Background: an optimization exercise with open tools, aiming at small area, a short achievable clock period and few clock cycles. Do not read the settings as production practice. The RTL was checked by simulation tests, not by an equivalence proof against the original design. Power figures rest on the tool's default switching activity, not on a simulated workload.

## flow/design.v (module list and top-level ports; edited modules follow where they fit)
// module conv_acc: 1332 lines
// module csa_fa: 4 lines
module conv_acc(
    input         clk,
    input         rst_n,
    input         in_valid,
    input  [31:0] in_data,
    output        in_ready,
    output        out_valid,
    output [19:0] out_data
);
  // ...
==> flow/run.sh <==
#!/bin/bash
# synth_recipe.tcl (not shown) runs the flow's synth.tcl, then flattens the netlist and writes it again
# the make line also repeats each setting of config.mk as NAME=value (left out here)
make -C /OpenROAD-flow-scripts/flow DESIGN_CONFIG=/design/flow/config.mk WORK_HOME=/design/flow/orfs CLKGATE_MAP_FILE= SYNTH_SCRIPT=/design/flow/synth_recipe.tcl finish
==> flow/config.mk <==
export PLATFORM = sky130hd
export DESIGN_NAME = conv_acc
export DESIGN_NICKNAME = conv_acc
export VERILOG_FILES = /design/flow/design.v
export SDC_FILE = /design/flow/constraint.sdc
export NUM_CORES = 4
export LEC_CHECK = 0
export ABC_AREA = 1
export CAP_MARGIN = 20
export CORE_MARGIN = 2
export CORE_UTILIZATION = 65
export PLACE_DENSITY = 0.72
export SETUP_SLACK_MARGIN = 5
export SLEW_MARGIN = 20
export SYNTH_HIERARCHICAL = 1
export SYNTH_MINIMUM_KEEP_SIZE = 0
==> flow/constraint.sdc <==
create_clock -name core_clock -period 9.0 [get_ports {clk}]
set_input_delay 1.8000 -clock core_clock [delete_from_list [all_inputs] [get_ports {clk}]]
set_output_delay 1.8000 -clock core_clock [all_outputs]
set_load 0.01 [all_outputs]
==> results.txt, run 1 <==
Clk Latency, worst-skew pair 0.68 ns; Seq area share 0.477; CTS tree yes; WP depth 8; Sum Neg Setup Slack 0 ns; unrepaired setup endpoints after global routing false; fraction of registers with async set or reset after synthesis 0.0361; Root Buffer clkbuf_16; H-tree levels 3; sequential area share after synthesis 0.535; run status finished clean; Critical R2R Capture o[69]$_DFF_P_; largest net degree at the start of global routing 81; Routability Congestion 1.04; Peak VDD IR 0.230 mV; Max Cap Viol 0; via count 26253; post-route cell area 39600 um^2; buffer share of cell area 0.0231; CTS Buf Count 81; Synth top area share 0.339; total power draw 9.04 mW; compound-gate portion of the synthesized area 0.0480; r2r setup slk 5.27 ns; final core occ 0.737; HPWL after DPL 78700 um; count of cell types in the netlist 45; Area Growth Syn to Fin 12.4%; Tcrit/Tclk final 0.414; most frequent cells in the layout nand2_1, dfxtp_1, fa_1
Testbench counts, summed over its fixed seeds: cycles 19,616.
==> run 2: changes to the inputs <==
--- a/flow/design.v
+++ b/flow/design.v
@@ -5,128 +5,147 @@
     input         in_valid,
     input  [31:0] in_data,
     output        in_ready,
     output        out_valid,
     output [19:0] out_data
 );
 localparam W = 20;
 localparam M_W = 2'd0, M_ING = 2'd1, M_FL = 2'd2;
-reg [1:0] mode;
-reg [1:0] widx;
+reg       started;   
+reg       wph;       
 reg [1:0] phase;
 reg [4:0] col;
 reg [4:0] row;
 reg [4:0] rot;
-reg       rdy;       
-reg       ingc;      
 reg       fl;        
-wire adv      = (in_valid & ingc) | fl;
-wire last_col = (col == 5'd27);
-function [23:0] nxt;
+reg [4:0] fpos;
+reg       rdy;       
+reg       canr;      
+wire take = in_valid & canr;
+wire adv  = take | (fl & ~started);
+function [26:0] nxt;
     input       v;
-    input [1:0] mode;
-    input [1:0] widx;
+    input       started;
+    input       wph;
     input [1:0] phase;
     input [4:0] col;
     input [4:0] row;
     input [4:0] rot;
-    input       ingc;
     input       fl;
-    reg [1:0] mode_n, widx_n, phase_n;
-    reg [4:0] col_n, row_n, rot_n;
-    reg at_start, a, lc;
+    input [4:0] fpos;
+    input       canr;
+    reg st_n, wph_n, fl_n;
+    reg [1:0] phase_n;
+    reg [4:0] col_n, row_n, rot_n, fpos_n;
+    reg t, a;
     begin
-        at_start = (row == 5'd0) && (col == 5'd0);
-        lc       = (col == 5'd27);
-        a        = (v & ingc) | fl;
-        mode_n  = mode;
-        widx_n  = widx;
+        t = v & canr;
+        a = t | (fl & ~started);
+        st_n    = started;
+        wph_n   = wph;
         phase_n = phase;
         col_n   = col;
         row_n   = row;
         rot_n   = rot;
-        if (a) begin
+        fl_n    = fl;
+        fpos_n  = fpos;
+        if (a)
             rot_n = 5'd0;
-            col_n = lc ? 5'd0 : col + 5'd1;
-            row_n = lc ? row + 5'd1 : row;
-        end else if (rot != 5'd0 || (mode == M_ING && !at_start)) begin
+        else if (started)
             rot_n = (rot == 5'd27) ? 5'd0 : rot + 5'd1;
+        if (a && fl) begin
+            fpos_n = fpos + 5'd1;
+            if (fpos == 5'd28) fl_n = 1'b0;
         end
-        if (v & ingc)
+        if (t) begin
+            st_n    = 1'b1;
             phase_n = phase + 2'd1;
-        case (mode)
-            M_W: if (v) begin
-                widx_n = (widx == 2'd2) ? 2'd0 : widx + 2'd1;
-                if (widx == 2'd2) mode_n = M_ING;
-            end
-            M_ING: if (a && row == 5'd27 && lc) mode_n = M_FL;
-            default: if (row == 5'd29) begin
-                mode_n = M_W;
-                row_n  = 5'd0;
-                col_n  = 5'd0;
+            if (wph) begin
+                col_n = col + 5'd1;
+                if (col == 5'd8) begin
+                    wph_n   = 1'b0;
+                    phase_n = 2'd0;
+                    col_n   = 5'd0;
+                end
+            end else begin
+                col_n = (col == 5'd27) ? 5'd0 : col + 5'd1;
+                row_n = (col == 5'd27) ? row + 5'd1 : row;
+                if (row == 5'd27 && col == 5'd27) begin
+                    st_n   = 1'b0;
+                    wph_n  = 1'b1;
+                    row_n  = 5'd0;
+                    fl_n   = 1'b1;
+                    fpos_n = 5'd0;
+                end
             end
-        endcase
-        nxt = {mode_n, widx_n, phase_n, col_n, row_n, rot_n,
-               (mode_n == M_W) || ((mode_n == M_ING) && (phase_n == 2'd3) &&
-                                   ((rot_n == 5'd0) || (row_n == 5'd0 && col_n == 5'd0))),
-               (mode_n == M_ING) && ((rot_n == 5'd0) || (row_n == 5'd0 && col_n == 5'd0)),
-               (mode_n == M_FL)};
+        end
+        nxt = {st_n, wph_n, phase_n, col_n, row_n, rot_n, fl_n, fpos_n,
+               (~st_n | (rot_n == 5'd0)) & ((phase_n == 2'd3) | (wph_n & (col_n == 5'd8))),
+               ~st_n | (rot_n == 5'd0)};
     end
 endfunction
-wire [23:0] nx1 = nxt(1'b1, mode, widx, phase, col, row, rot, ingc, fl);
-wire [23:0] nx0 = nxt(1'b0, mode, widx, phase, col, row, rot, ingc, fl);
-wire [23:0] nx  = in_valid ? nx1 : nx0;
+wire [26:0] nx1 = nxt(1'b1, started, wph, phase, col, row, rot, fl, fpos, canr);
+wire [26:0] nx0 = nxt(1'b0, started, wph, phase, col, row, rot, fl, fpos, canr);
+wire [26:0] nx  = in_valid ? nx1 : nx0;
 always @(posedge clk or negedge rst_n) begin
     if (!rst_n) begin
-        {mode, widx, phase, col, row, rot, rdy, ingc, fl} <= {M_W, 22'd0};
+        {started, wph, phase, col, row, rot, fl, fpos, rdy, canr} <= {1'b0, 1'b1, 24'd0, 1'b1};
     end else begin
-        {mode, widx, phase, col, row, rot, rdy, ingc, fl} <= nx;
+        {started, wph, phase, col, row, rot, fl, fpos, rdy, canr} <= nx;
     end
 end
 assign in_ready = rdy;
-reg [7:0] k0, k1, k2, k3, k4, k5, k6, k7, k8;
-always @(posedge clk) begin
-    if (mode == M_W) begin       
-        if (widx == 2'd0) {k0, k1, k2, k3} <= in_data;
-        if (widx == 2'd1) {k4, k5, k6, k7} <= in_data;
-        if (widx == 2'd2) k8 <= in_data[7:0];
-    end
-end
 wire [7:0] byte_in = in_data[8*phase +: 8];
 reg  [7:0] ry [0:27];
 reg  [7:0] rx [0:27];
 reg  [7:0] t1, t2;
 integer q;
 always @(posedge clk) begin
     ry[0] <= adv ? byte_in : ry[27];
     rx[0] <= adv ? ry[27]  : rx[27];
     for (q = 1; q < 28; q = q + 1) begin
         ry[q] <= ry[q-1];
         rx[q] <= rx[q-1];
     end
     t1 <= rx[27];
     t2 <= t1;
 end
-reg v1, top1, bot1, cm0_1, cm2_1, ov1;
+reg v1, top1, bot1, cm0_1, cm2_1, ov1, wl1;
+wire pix = take & ~wph;         
 always @(posedge clk or negedge rst_n) begin
     if (!rst_n) begin
-        v1 <= 1'b0;
+        v1  <= 1'b0;
         ov1 <= 1'b0;
+        wl1 <= 1'b0;
     end else begin
         v1  <= adv;
-        ov1 <= adv && ((col != 5'd0) ? (row >= 5'd1 && row <= 5'd28)
-                                     : (row >= 5'd2 && row <= 5'd29));
+        ov1 <= adv & (fl | (pix & ((col != 5'd0) ? (row >= 5'd1) : (row >= 5'd2))));
+        wl1 <= pix & (row == 5'd0) & (col == 5'd20);
     end
 end
 always @(posedge clk) begin
-    top1  <= (row <= 5'd1);
-    bot1  <= (row >= 5'd28);
-    cm0_1 <= last_col;
-    cm2_1 <= (col == 5'd0);
+    top1  <= ~fl & (row <= 5'd1);
+    bot1  <= fl;
+    cm0_1 <= fl ? (fpos == 5'd27) : (col == 5'd27);
+    cm2_1 <= fl ? (fpos == 5'd0 || fpos == 5'd28) : (col == 5'd0);
+end
+reg [7:0] k0, k1, k2, k3, k4, k5, k6, k7, k8;
+always @(posedge clk) begin
+    if (wl1) begin
+        k3 <= rx[1];
+        k2 <= rx[0];
+        k1 <= ry[27];
+        k0 <= ry[26];
+        k7 <= ry[25];
+        k6 <= ry[24];
+        k5 <= ry[23];
+        k4 <= ry[22];
+        k8 <= ry[21];
+    end
 end
 reg [9:0] p3_0, p3_1, p3_2;      
 reg [8:0] en;                    
 reg v2, ov2;
 always @(posedge clk) begin
     p3_0 <= {2'b0, t1}    + {1'b0, t1, 1'b0};
     p3_1 <= {2'b0, rx[0]} + {1'b0, rx[0], 1'b0};
     p3_2 <= {2'b0, ry[0]} + {1'b0, ry[0], 1'b0};
==> run 2 against run 1 <==
Via count decreased by 4.4%. Area after synthesis shrank 0.11%. Non-clock buffer count down 9. Fmax is 1.2% higher. Die area shrank 0.11%. Flip-flop and latch count up 4. Clock power down 3%. Power up 61%. Critical path type unchanged. Setup slack improved by 0.043 ns. Hold slack gained 0.013 ns.
==> results.txt, run 2 <==
run status finished clean; time the worst path needs with I/O delays and setup 3.69 ns; Post-layout nets 3719; Reg power frac 0.394; Pleak 16.9 nW; Initial DRC Count 3300; slew at the pin closest to its max-slew limit 1.11 ns; Largest regs rx x224, ry x224, o x72; Clk Latency, worst-skew pair 0.68 ns (about the same); syn_area_per_cell 11.1 um^2; DR pass1 iterations 8; switching share of power 0.388; Filler cells 3341; Gate Count Post-Synth 3166; Synth area leaders dfxtp_1, fa_1, edfxtp_1; initial core utilization 0.655; Die H 237 um; Slew HR 0.253; clk slew on worst S/H paths 0.07 ns; reg-to-reg startpoint en[1]$_DFF_P_; synth warn 9; unrepaired setup endpoints after global routing false; hold buffers post-CTS 0; Root Buffer clkbuf_16; cell area after synthesis 35200 um^2; post-CTS sizing 0; Critical R2R Capture r2[69]$_DFFE_PP_; Rows 85; Hold Path Origin ry[13][7]$_DFF_P_; crit-path max FO 9; worst hold path class reg2reg; Max Cap Viol 0 (unchanged); GRT overflow 0; r2r setup slk 5.31 ns (+0.04 ns); H-tree levels 3 (unchanged); core footprint 53700 um^2; commonest non-fill, non-tap cell in the layout nand2_1; layout cells sized above 1 0.0576; maximum clock path buffer count 3; placed inst area 36600 um^2; sequential area share after synthesis 0.539 (+0.00350); I/O pin total 57; hold depth 0; count of cell types in the netlist 47 (+4.4%); ys flop type dfxtp_1; WHS Endpoint ry[14][7]$_DFF_P_; Peak VDD IR 0.332 mV (+44%); critical path class reg2reg; via count 25088 (-4.4%); synthesized flop and latch total 836; Worst Reg-to-Reg Cells 8; Setup crit end kind register; crit path DAT 4.07 ns; area leader, netlist dfxtp_1; DRC 0; P per Cell Area 370 nW/um^2; skew final 0.0557 ns; Multi-input gate area 15200 um^2; vias per cell 6.23; Switching Power 5.66 mW; CTS tree yes; fraction of registers with async set or reset after synthesis 0.0407 (+0.00461); Synth top area share 0.339 (+0.000373); max-slew violations 0; initial antenna violation count 3; post-route cell area 39400 um^2 (-0.49%); post-route ant nets 0; first-pass GRT wire length 166000 um; HPWL after DPL 76800 um (-2.3%); CTS Sinks 836; Tcrit/Tclk final 0.410 (-0.00479); Clk network pwr share 0.242; Total Die Area 56000 um^2; vias in the first global route 26301; Routed WL per cell 27.9 um; Comb pwr share 0.364; Req. time, crit path 9.39 ns; drt total wl 113000 um; Area Growth Syn to Fin 12.0%; EDFF count, synth 206; total power draw 14.6 mW (+61%); most frequent cell after synthesis nand2_1; cell internal pwr 8.91 mW; CTS Buf Count 80 (-1.2%); Die W 237 um; Worst Hold Slack 0.321 ns; register area 19000 um^2; Routability Congestion 1.04 (-0.15%); Buffers on Ports 56; total track usage 0.412; most frequent cells in the layout nand2_1, dfxtp_1, fa_1; final-report hold violation count 0; Fmax 271 MHz; Post-synth top cells nand2_1, dfxtp_1, fa_1, nor2_1, edfxtp_1; largest net degree at the start of global routing 75 (-7.4%); postcts setup bufs 0; CP startpoint kind register; Sum Neg Setup Slack 0 ns (unchanged); final setup fails 0
==> run 2: logic make-up (layout without fill, tap and decap cells) <==
| family | after synthesis | in the layout | synth area share |
|---|---|---|---|
| AO/OA/AOI/OAI | 267 | 267 | 0.0479 |
| flip-flops | 836 | 836 | 0.539 |
| adder cells (fa/ha/maj) | 420 | 420 | 0.221 |
| buffers and inverters | 273 | 423 | 0.0301 |
| AND/OR/NAND/NOR | 1334 | 1334 | 0.153 |
| other | 1 | 19 | 0.000107 |
| XOR/XNOR | 34 | 34 | 0.00846 |
| multiplexers | 1 | 1 | 0.000284 |
==> run 2: critical path: stages (launching register included) <==
cell and delay, ns:
dfxtp_1 0.49, nand2_1 0.15, nor2_1 0.45, inv_1 0.15
o21ai_0 0.25, fa_1 0.48, fa_1 0.46, fa_1 0.51
fa_1 0.49
==> run 2: worst max-delay path by stage <==
stage                  startpoint          endpoint  slack [ns]  cells after the start
global placement         in_valid  ry[0][0]$_DFF_P_        5.30                      7
CTS                 en[1]$_DFF_P_  r2[69]$_DFFE_PP_        5.33                      8
finish              en[1]$_DFF_P_  r2[69]$_DFFE_PP_        5.31                      8
floorplan            v2$_DFF_PN0_  n2[38]$_DFFE_PP_        5.50                      0
detailed placement       in_valid  ry[0][3]$_DFF_P_        5.21                      7
global route        en[1]$_DFF_P_  r2[68]$_DFFE_PP_        5.16                      8
==> run 2: through the flow <==
step                      setup slack [ns]  cells   util
after CTS                             5.33   4027  0.734
after global routing                  5.16   4027  0.734
after global placement                5.30   3878  0.681
after floorplan                       5.50   3181      -
final                                 5.31   4030  0.734
after detailed placement              5.21   3878  0.681
==> run 2: Yosys stat by module (local to each module, per instance) <==
| module | area, um^2 | copies in the design | cells |
|---|---|---|---|
| conv_acc | 28500 | 1 | 2832 |
| csa_fa | 20.0 | 334 | 1 |
==> run 2: layout make-up <==
class,instances,area share
flip-flops and latches,836,0.481
diodes,3,0.000190
inverters,180,0.0173
repair buffers,94,0.0215
well taps,696,0.0221
clock inverters,40,0.0136
multi-input cells,2072,0.386
clock buffers,109,0.0576
==> run 2: power groups by stage <==
stage                     Sequential (mW)  Combinational [mW]  Clock (mW)
after floorplan                      5.47                3.29           0
after global placement               5.67                4.91           0
after detailed placement             5.74                5.09           0
after CTS                            5.72                5.18        3.55
after global routing                 5.79                5.75        3.69
final                                5.74                5.30        3.53
==> run 2: routing by layer <==
metal,vias to the layer above,track usage,share of wire
li1,10478,-,-
met1,12060,0.475,0.33
met2,1894,0.644,0.45
met3,656,0.122,0.11
met4,0,0.331,0.10
met5,-,0,0
Testbench counts of run 2, summed over its fixed seeds: cycles 19,296.

==> port drivers added, routing unchanged <==
The flow's constraints put no driver on any port. The routed layouts listed below were extracted and timed again, unchanged, in two steps. Step 1 (the two cells are an assumption about what drives the block):
set clk [get_ports {clk}]
set_driving_cell -lib_cell sky130_fd_sc_hd__clkbuf_16 $clk
set_driving_cell -lib_cell sky130_fd_sc_hd__buf_2 [delete_from_list [all_inputs] $clk]
Step 2 adds t to the input delays and takes it off the output delays; t is the mean of the earliest and latest rising clock arrival at the registers after step 1. Input paths then give back, and output paths get back, about the clock's delay inside the block. a / b / c = ideal / step 1 / step 2; a / b = the first two.
| run | shift t [ns] | setup slack, ns | cell pins on the clock port's net |
|---|---|---|---|
| run 1 | 0.717 | 5.271 / 5.271 / 4.627 | 1 |
| run 2 | 0.716 | 5.314 / 5.314 / 5.170 | 1 |
After both steps setup and hold are still met in every run listed. For run 1, which loses most, drivers alone change the setup slack by 0.000 ns; drivers and shift together by -0.644 ns.
